Source: an optimization exercise on an open RTL-to-GDS flow (aim: small area, a short achievable clock period and few clock cycles per item). Production flows keep margins and buffers that such runs may drop.
The RTL was checked by simulation tests, not by an equivalence proof against the original design.

Design R_CORDIC_Unit, start of the top module:
module R_CORDIC_Unit (
    input signed [31:0]      i_data_1,
    input signed [31:0]      i_data_2,
    input signed [31:0]      angle,
    input                    en,
    input                    rst,
    input                    clk,
    output signed [31:0]     o_data_1,
    output signed [31:0]     o_data_2,
    output                   done_flag
);
clock: 10.0 ns
lec_check: 0
abc_area: 1
cap_margin: 20
core_margin: 2
core_utilization: 60
place_density: 0.7
setup_slack_margin: 5
slew_margin: 20
run.sh (not shown) runs the stock make flow with config.mk's settings and CLKGATE_MAP_FILE= SYNTH_SCRIPT=/design/flow/synth_recipe.tcl, a recipe that flattens the netlist after the stock synthesis.
Testbench counts at the start, summed over its fixed seeds: cycles 8,712, items 512.
Then changed:
--- a/flow/config.mk
+++ b/flow/config.mk
@@ -8 +7,0 @@
-export ABC_AREA = 1
After rerunning: Count of clock-buffer cells in the layout rises by 2; register-to-register slack gets worse by 280 ps; synthesized cell count decreases by 24%; design area increases by 4.8%; via count drops by 14%; hold slack gets better by 4.9 ps; critical path depth increases by 2; maximum frequency came out lower by 4.6%.

========
== MS ==
Another version of the RTL of R_CORDIC_Unit (not shown whole).
Size: about 140 flip-flops, roughly 160 I/O pins, roughly 18000 um^2 of cells after synthesis.
clock: 10.0 ns
lec_check: 0
cap_margin: 20
core_margin: 2
core_utilization: 50
cts_buf_list: sky130_fd_sc_hd__clkbuf_8
place_density: 0.8
slew_margin: 20
standard.sh (not shown) runs the stock make flow with config.mk's settings and CLKGATE_MAP_FILE= SYNTH_SCRIPT=/design/flow/synth_recipe.tcl, a recipe that flattens the netlist after the stock synthesis.
==> flow/flow/run.sh <==
#!/bin/bash
set -euo pipefail
export BUFFER_PORTS_ARGS="-buffer_cell sky130_fd_sc_hd__buf_1"
export SETUP_SLACK_MARGIN=5.75
bash standard.sh > standard.log 2>&1
Testbench counts of MS, summed over its fixed seeds: cycles 9,736, items 512.
Setup changes, MS to JK
- PLACE_DENSITY changed from 0.8 to 0.7
- CORE_UTILIZATION changed from 50 to 60
[summary]
JK: total iterations of the first detailed-routing run lower than MS
In the flow results for MS and JK, the quantity of gates resized following cts is smaller on MS.
Compared with MS, in JK area added between synthesis and finish went down 1.1 points, cell area after layout went down 0.94%.
From MS to JK the numbers moved as follows: number of cells on the critical path increased 7, least setup slack across all paths after layout has increased.

========
build 1:
Another version of the RTL of R_CORDIC_Unit (not shown whole).
Size: about 2000 cells after synthesis, roughly 110 flip-flops, about 160 I/O pins, about 18000 µm² of cells after synthesis.
clock: 10.0 ns
lec_check: 0
cap_margin: 20
core_margin: 2
core_utilization: 60
cts_cluster_diameter: 100
cts_cluster_size: 30
place_density: 0.7
setup_slack_margin: 5
slew_margin: 20
==> flow/flow/run.sh <==
#!/bin/bash
# The standard layout; the only change is the cell used to buffer the
# ports (a plain buf_1 instead of the default choice). Every input and
# output port is still buffered. Make's output goes to standard.log.
set -euo pipefail
export BUFFER_PORTS_ARGS="-buffer_cell sky130_fd_sc_hd__buf_1"
bash standard.sh > standard.log 2>&1
Testbench counts of build 1, summed over its fixed seeds: cycles 9,736, items 512.
Edits applied to the flow inputs when going from build 1 to build 61:
Settings: SETUP_SLACK_MARGIN no longer set, was 5; CTS_CLUSTER_SIZE no longer set, was 30; CTS_CLUSTER_DIAMETER no longer set, was 100.
==> flow/flow/run.sh <==
#!/bin/bash
set -euo pipefail
export BUFFER_PORTS_ARGS="-buffer_cell sky130_fd_sc_hd__buf_1"
export SETUP_SLACK_MARGIN=5.75
bash standard.sh > standard.log 2>&1
### Flow results
Per the comparison of build 61 with build 1, total routing usage reported by global routing now sits higher; least setup slack across all paths after layout now sits higher.
[compare] base=build 1 new=build 61: maximum frequency up 28 MHz; max-slew headroom at the worst pin down 1.1 points.
Looking at final critical-path required period across both flows, build 61 is the stronger of the two, with build 1 trailing.
Of build 1 and build 61, the run reporting the higher first-iteration DRC count was build 61.
Here is what was changed in the inputs of build 43 compared with build 61.
Settings: SETUP_SLACK_MARGIN newly set to 5.
==> flow/flow/run.sh <==
#!/bin/bash
# The standard layout; the only change is the cell used to buffer the
# ports (a plain buf_1 instead of the default choice). Every input and
# output port is still buffered. Make's output goes to standard.log.
set -euo pipefail
export BUFFER_PORTS_ARGS="-buffer_cell sky130_fd_sc_hd__buf_1"
bash standard.sh > standard.log 2>&1
--- outcome ---
Build 61 has higher global router's overall resource usage than build 43. Per the comparison of build 43 with build 61, final instance area fell by 5.9%. Summary — fraction of standard cell area in multi-input logic, build 43 relative to build 61: higher, by 2.0 points. Build 43 vs build 61: pre-CTS setup slack down in build 43. Diff build 61 -> build 43 | detailed-route wire length | down by a few percent. Going from build 61 to build 43, final design utilization down 4.2 points, part of the cycle the worst path needs increased by 5.7 points relative to the old numbers.

========
R_CORDIC_Unit, a different RTL version from the one above (not shown whole).
Size: about 140 flip-flops, about 160 I/O pins, about 18000 um2 of cells after synthesis.
// R_CORDIC_Unit
module R_CORDIC_Unit (
    input signed [31:0]      i_data_1,
    input signed [31:0]      i_data_2,
    input signed [31:0]      angle,
    input                    en,
    input                    rst,
    input                    clk,
    output signed [31:0]     o_data_1,
    output signed [31:0]     o_data_2,
    output                   done_flag
);
    reg        busy, done;
    reg  [4:0] cnt;
    reg signed [31:0] bx, by, ba;
    reg               bc;
    reg        [3:0]  sxl, sxh;    
    reg        [3:0]  syl, syh;    
    reg        [14:0] oh;          
    reg               fin;     
    reg               hold;    
    reg               sgx;     
    reg               sgy_n;   
    reg               sga_n;   
    wire m1 = cnt == 5'd15;
    wire m2 = cnt == 5'd16;
    wire m3 = cnt == 5'd17;
    wire [4:0]  cnt_n = en ? 5'd0 : busy ? cnt + 5'd1 : cnt;
    wire        fin_n  = !en && busy && (m1 || m2);
    wire        hold_n = !en && busy && m2;
    wire [31:0] t;
    LUT lut (.step(oh), .value(t));
    wire cinx = sgx | (fin & bc);
    wire [31:0] sx, sy;
    rsh rsh_x (.d(bx), .lo(sxl), .hi(sxh), .q(sx));
    rsh rsh_y (.d(by), .lo(syl), .hi(syh), .q(sy));
    wire [31:0] nx, ny, na;
    add_sk add_x (.a(bx), .b(sy ^ {32{sgx}}),   .cin(cinx),  .s(nx));
    add_sk add_y (.a(by), .b(sx ^ {32{sgy_n}}), .cin(sgy_n), .s(ny));
    add_sk add_a (.a(ba), .b(t  ^ {32{sga_n}}), .cin(sga_n), .s(na));
    wire [31:0] ks, kc;
    wire        kci;
    R_CORDIC gain (.x(ba), .s(ks), .c(kc), .cin(kci));
    wire [31:0] ba_n = en ? angle : m1 ? by : (m2 || cnt == 5'd14) ? nx : na;
    wire        sg_n = en ? angle[31] : na[31];
    always @(posedge clk or posedge rst) begin
        if (rst) begin
            busy <= 1'b0;
            done <= 1'b0;
            cnt  <= 5'd0;
        end else begin
            done <= busy && m3;
            cnt  <= cnt_n;
            if (en)
                busy <= 1'b1;
            else if (m3)
                busy <= 1'b0;
        end
    end
    always @(posedge clk) begin
        bc    <= kci;
        fin   <= fin_n;
        hold  <= hold_n;
        sxl   <= 4'd1 << cnt_n[1:0];
  ...
clock: 10.0 ns
lec_check: 0
cap_margin: 20
core_margin: 2
core_utilization: 60
place_density: 0.7
slew_margin: 20
==> flow/flow/run.sh <==
#!/bin/bash
set -euo pipefail
export BUFFER_PORTS_ARGS="-buffer_cell sky130_fd_sc_hd__buf_1"
export SETUP_SLACK_MARGIN=6.25
bash standard.sh > standard.log 2>&1
Testbench counts at the start, summed over its fixed seeds: cycles 9,736, items 512.
Rerun with:
==> flow/flow/run.sh (replaced) <==
#!/bin/bash
set -euo pipefail
export BUFFER_PORTS_ARGS="-buffer_cell sky130_fd_sc_hd__buf_1"
export SETUP_SLACK_MARGIN=5.75
bash standard.sh > standard.log 2>&1
=> Wire length is lower by 8.3%; global-route usage falls by 3.5 points; cell area is lower by 10%; register-to-register slack loses 0.14 ns; worst setup slack is worse by 0.14 ns; clock-buffer cell count is higher by 2; flip-flop and latch count is unchanged; die area stays the same; non-clock buffer count decreases by 125; utilization drops by 7.7 points.
Rerun with:
==> flow/flow/run.sh (replaced) <==
#!/bin/bash
set -euo pipefail
export BUFFER_PORTS_ARGS="-buffer_cell sky130_fd_sc_hd__buf_1"
export SETUP_SLACK_MARGIN=5.5
bash standard.sh > standard.log 2>&1
=>
- wire length fell by 1.8%
- via count fell by about 0.43%
- sequential share of layout area rose by 0.26 points
- flip-flop and latch count is unchanged
- fmax fell by about 5%
- worst hold slack is about the same
- die area stays the same
Rerun with:
==> flow/flow/run.sh (replaced) <==
#!/bin/bash
set -euo pipefail
export BUFFER_PORTS_ARGS="-buffer_cell sky130_fd_sc_hd__buf_1"
export SETUP_SLACK_MARGIN=5.75
bash standard.sh > standard.log 2>&1
CTS_BUF_LIST = sky130_fd_sc_hd__clkbuf_8   (was not set)
Cell area rose by 2.0%; setup slack gains 0.18 ns; routed wire length rose by 1.1%; count of clock-buffer cells in the layout is lower by 4; fmax rises by 4.3%; non-clock buffer count grows by 25.

========
R_CORDIC_Unit, a different RTL version from the one above (not shown whole).
Size: ~140 flip-flops, ~160 I/O pins, ~20000 um^2 of cells after synthesis.
Settings: LEC_CHECK=0, ABC_AREA=1, CAP_MARGIN=20, CORE_MARGIN=2, CORE_UTILIZATION=60, PLACE_DENSITY=0.7, SETUP_SLACK_MARGIN=5, SLEW_MARGIN=20; clock period 10.0 ns.
run.sh (not shown) runs the stock make flow with config.mk's settings and CLKGATE_MAP_FILE= SYNTH_SCRIPT=/design/flow/synth_recipe.tcl, a recipe that flattens the netlist after the stock synthesis.
Stock flow here: none of the scripts above is used.
The baseline completed with no timing, DRC or antenna violations.
Testbench counts at the start, summed over its fixed seeds: cycles 9,736, items 512.
Change:
--- a/flow/config.mk
+++ b/flow/config.mk
@@ -7,3 +7,2 @@
 export LEC_CHECK = 0
-export ABC_AREA = 1
 export CAP_MARGIN = 20
The new run completed without violations.
Die area drops by 4.8%.
Sequential share of layout area climbs by 0.63 points.
Design area drops by 4.4%.
Worst setup slack got worse by 190 ps.
First-iteration DRC count drops by 17%.

========
== cedar ==
Another version of the RTL of R_CORDIC_Unit (not shown whole).
Size: roughly 2400 cells after synthesis, ~140 flip-flops, ~160 I/O pins.
make LEC_CHECK=0 CAP_MARGIN=20 CORE_MARGIN=2 CORE_UTILIZATION=40 SETUP_SLACK_MARGIN=5 SLEW_MARGIN=20 finish   # period 10.0 ns
Testbench counts of cedar, summed over its fixed seeds: cycles 9,736, items 512.
Edits applied to the flow inputs when going from cedar to maple:
Settings: a change of CORE_UTILIZATION from 40 to 60; an added PLACE_DENSITY of 0.7.
### Flow results
- Diff cedar -> maple: largest net degree at the start of global routing decreased 4; cell count after placement decreased 220; number of non-clock buffers in the layout decreased 6; final HPWL from detailed placement decreased about 6%.
- Total vias in the final route delta (maple − cedar): unfavourable
- Worst setup slack on maple is ahead of cedar.
- Re initial core utilization: maple is 20 points up on cedar.
What fjord does differently from maple at the input level:
Settings: SETUP_SLACK_MARGIN no longer set, was 5.
==> flow/flow/run.sh (new file) <==
#!/bin/bash
set -euo pipefail
export SETUP_SLACK_MARGIN=7
bash standard.sh > standard.log 2>&1
==> flow/standard.sh (new file) <==
#!/bin/bash
# synth_recipe.tcl (not shown) runs the flow's synth.tcl, then flattens the netlist and writes it again
# the make line also repeats each setting of config.mk as NAME=value (left out here)
make -C /OpenROAD-flow-scripts/flow DESIGN_CONFIG=/design/flow/config.mk WORK_HOME=/design/flow/orfs CLKGATE_MAP_FILE= SYNTH_SCRIPT=/design/flow/synth_recipe.tcl "${@:-finish}"
removed: flow/run.sh
Compared with maple, fjord shows a higher largest stage delay on the critical path. Diff maple..fjord | post-synthesis adder-cell area fraction | unchanged. Summary of fjord over maple: area growth from synthesis to layout grew by 22 points.

========
R_CORDIC_Unit, a different RTL version from the one above (not shown whole).
Size in the first run: about 2100 cells after synthesis, about 150 flip-flops, roughly 160 I/O pins, about 0.018 mm2 of cells after synthesis.
==> flow/design.v (excerpt) <==
module R_CORDIC_Unit (
    input signed [31:0]      i_data_1,
    input signed [31:0]      i_data_2,
    input signed [31:0]      angle,
    input                    en,
    input                    rst,
    input                    clk,
    output signed [31:0]     o_data_1,
    output signed [31:0]     o_data_2,
    output                   done_flag
);
export LEC_CHECK = 0
export CAP_MARGIN = 20
export CORE_MARGIN = 2
export CORE_UTILIZATION = 60
export CTS_BUF_LIST = sky130_fd_sc_hd__clkbuf_8
export PLACE_DENSITY = 0.8
export SLEW_MARGIN = 20
create_clock -name core_clock -period 10.0 [get_ports {clk}]
standard.sh (not shown) runs the stock make flow with config.mk's settings and CLKGATE_MAP_FILE= SYNTH_SCRIPT=/design/flow/synth_recipe.tcl, a recipe that flattens the netlist after the stock synthesis.
==> flow/flow/run.sh <==
#!/bin/bash
set -euo pipefail
export BUFFER_PORTS_ARGS="-buffer_cell sky130_fd_sc_hd__buf_1"
export SETUP_SLACK_MARGIN=5.75
bash standard.sh > standard.log 2>&1
The baseline passed the timing, design-rule and antenna checks.
Testbench counts at the start, summed over its fixed seeds: cycles 9,736, items 512.
==> next run, changes <==
--- a/flow/flow/run.sh
+++ b/flow/flow/run.sh
@@ -4 +4 @@
-export SETUP_SLACK_MARGIN=5.75
+export SETUP_SLACK_MARGIN=6
Settings changed: CTS_BUF_LIST sky130_fd_sc_hd__clkbuf_8 to unset.
What happened: The changed run completed without violations. Die area does not change. Worst setup slack is better by 0.029 ns. Global-route usage grows by 0.37 points. Cell area grows by 5.8%. Clock skew shrinks by 0.0078 ns.

========
RTL: one of the versions met above, not the one the previous note started from.
Size in the first run: roughly 2100 cells after synthesis, about 160 I/O pins.
export LEC_CHECK = 0
export CAP_MARGIN = 20
export CORE_MARGIN = 2
export CORE_UTILIZATION = 60
export CTS_BUF_LIST = sky130_fd_sc_hd__clkbuf_8
export PLACE_DENSITY = 0.7
export SLEW_MARGIN = 20
create_clock -name core_clock -period 10.0 [get_ports {clk}]
==> flow/flow/run.sh <==
#!/bin/bash
set -euo pipefail
export BUFFER_PORTS_ARGS="-buffer_cell sky130_fd_sc_hd__buf_1"
export SETUP_SLACK_MARGIN=5.5
bash standard.sh > standard.log 2>&1
Testbench counts at the start, summed over its fixed seeds: cycles 9,736, items 512.
Rerun with:
--- a/flow/flow/run.sh
+++ b/flow/flow/run.sh
@@ -4 +4 @@
-export SETUP_SLACK_MARGIN=5.5
+export SETUP_SLACK_MARGIN=5.75
Settings changed: PLACE_DENSITY 0.7 to 0.9.
Outcome: The changed run produced a clean layout. Count of clock-buffer cells in the layout went up by 2. Routed wire length went down by 2.0%. Register-to-register slack improves by 140 ps.

========
== 05-20 ==
Another version of the RTL of R_CORDIC_Unit (not shown whole).
For scale: about 2,100 cells after synthesis, ~130 flip-flops, about 160 I/O pins.
==> flow/design.v (excerpt) <==
module R_CORDIC_Unit (
    input signed [31:0]      i_data_1,
    input signed [31:0]      i_data_2,
    input signed [31:0]      angle,
    input                    en,
    input                    rst,
    input                    clk,
    output signed [31:0]     o_data_1,
    output signed [31:0]     o_data_2,
    output                   done_flag
);
    reg        busy, done;
    reg  [4:0] cnt;
    reg signed [31:0] bx, by, ba;
    reg               bc;
    reg        [3:0]  sxl, sxh;    
    reg        [3:0]  syl, syh;    
    reg        [3:0]  tl_n, th_n;  
    reg               fin;     
    reg               hold;    
    reg               sgx;     
    reg               sgy_n;   
    reg               sga_n;   
    wire m1 = cnt == 5'd15;
    wire m2 = cnt == 5'd16;
    wire m3 = cnt == 5'd17;
    wire [4:0]  cnt_n = en ? 5'd0 : busy ? cnt + 5'd1 : cnt;
    wire        fin_n  = !en && busy && (m1 || m2);
    wire        hold_n = !en && busy && m2;
    wire [31:0] t;
    LUT lut (.lo_n(tl_n), .hi_n(th_n), .value(t));
    wire cinx = sgx | (fin & bc);
    wire [31:0] sx, sy;
    rsh rsh_x (.d(bx), .lo(sxl), .hi(sxh), .q(sx));
    rsh rsh_y (.d(by), .lo(syl), .hi(syh), .q(sy));
    wire [31:0] nx, ny, na;
  ...
export LEC_CHECK = 0
export CAP_MARGIN = 20
export CORE_MARGIN = 2
export CORE_UTILIZATION = 60
export PLACE_DENSITY = 0.7
export SLEW_MARGIN = 20
create_clock -name core_clock -period 10.0 [get_ports {clk}]
==> flow/flow/run.sh <==
#!/bin/bash
set -euo pipefail
export BUFFER_PORTS_ARGS="-buffer_cell sky130_fd_sc_hd__buf_1"
export SETUP_SLACK_MARGIN=6
bash standard.sh > standard.log 2>&1
Looking at the reports, 05-20 completed the entire flow and the layout it produced met the timing, design-rule and antenna checks.
Testbench counts of 05-20, summed over its fixed seeds: cycles 9,736, items 512.
Relative to 05-20, the following input files were edited for 09-26:
==> flow/flow/run.sh <==
#!/bin/bash
set -euo pipefail
export BUFFER_PORTS_ARGS="-buffer_cell sky130_fd_sc_hd__buf_1"
export SETUP_SLACK_MARGIN=5.5
bash standard.sh > standard.log 2>&1
## What came out
- 09-26 has routing usage on met1 below what 05-20 had.
- When the final numbers for 05-20 and 09-26 were put side by side, the depth of the most critical reg-to-reg path turned out to be greater in 05-20.
- Biggest fanout along the worst timing path for 09-26: 15 down relative to 05-20

## afterwards: timing with drivers on the ports
The results above use ideal ports. As a check the final layouts listed here were re-extracted and re-timed, cells and wires unchanged. Step 1, drivers: a clkbuf_16 drives clk and a buf_2 each remaining input, both assumed. Step 2 times the ports against the registers' clock, not the clock port: input delays grow and output delays shrink by t, the midpoint of the rising clock arrivals with the driver on. Slacks: ideal ports / drivers / drivers and shift; pairs: ideal ports / drivers.
run | t, ns | setup slack, ns | worst setup path at the end | latest minus earliest clock arrival (ns) | pins driven straight from the clock port
the first run of note 1 | 0.520 | 4.904 / 4.847 / 4.491 | input to register | 0.016 / 0.016 | 1
the second run of note 1 | 0.519 | 4.661 / 4.603 / 4.374 | input to register | 0.014 / 0.014 | 1
MS | 0.541 | 5.731 / 5.731 / 5.487 | input to register | 0.023 / 0.022 | 1
JK | 0.555 | 5.754 / 5.754 / 5.611 | input to register | 0.027 / 0.027 | 1
build 1 | 0.500 | 5.208 / 5.208 / 5.208 | register to register | 0.015 / 0.016 | 1
build 61 | 0.512 | 5.777 / 5.777 / 5.355 | input to register | 0.011 / 0.011 | 1
build 43 | 0.500 | 5.208 / 5.208 / 5.208 | register to register | 0.015 / 0.016 | 1
the first run of note 4 | 0.517 | 5.968 / 5.968 / 5.855 | input to register | 0.014 / 0.014 | 1
the second run of note 4 | 0.504 | 5.830 / 5.830 / 5.830 | register to register | 0.023 / 0.023 | 1
the third run of note 4 | 0.508 | 5.614 / 5.614 / 5.614 | register to register | 0.026 / 0.027 | 1
the fourth run of note 4 | 0.561 | 5.796 / 5.796 / 5.796 | register to register | 0.040 / 0.040 | 1
the first run of note 5 | 0.514 | 5.287 / 5.287 / 5.287 | register to register | 0.013 / 0.013 | 1
the second run of note 5 | 0.512 | 5.095 / 5.095 / 4.992 | input to register | 0.017 / 0.017 | 1
cedar | 0.524 | 5.140 / 5.140 / 5.140 | register to register | 0.022 / 0.022 | 1
maple | 0.506 | 5.193 / 5.193 / 5.193 | register to register | 0.024 / 0.023 | 1
fjord | 0.516 | 4.722 / 4.722 / 4.722 | register to register | 0.015 / 0.015 | 1
the first run of note 7 | 0.572 | 5.849 / 5.849 / 5.536 | input to register | 0.030 / 0.030 | 1
the second run of note 7 | 0.527 | 5.878 / 5.878 / 5.517 | input to register | 0.022 / 0.022 | 1
the first run of note 8 | 0.557 | 5.578 / 5.578 / 5.578 | register to register | 0.019 / 0.019 | 1
the second run of note 8 | 0.561 | 5.719 / 5.719 / 5.646 | input to register | 0.022 / 0.022 | 1
05-20 | 0.516 | 5.846 / 5.846 / 5.531 | input to register | 0.017 / 0.017 | 1
09-26 | 0.506 | 5.546 / 5.546 / 5.546 | register to register | 0.018 / 0.018 | 1
After both steps every run listed still meets setup and hold. For build 61, which loses most, drivers alone change the setup slack by 0.000 ns; drivers and shift together by -0.422 ns.
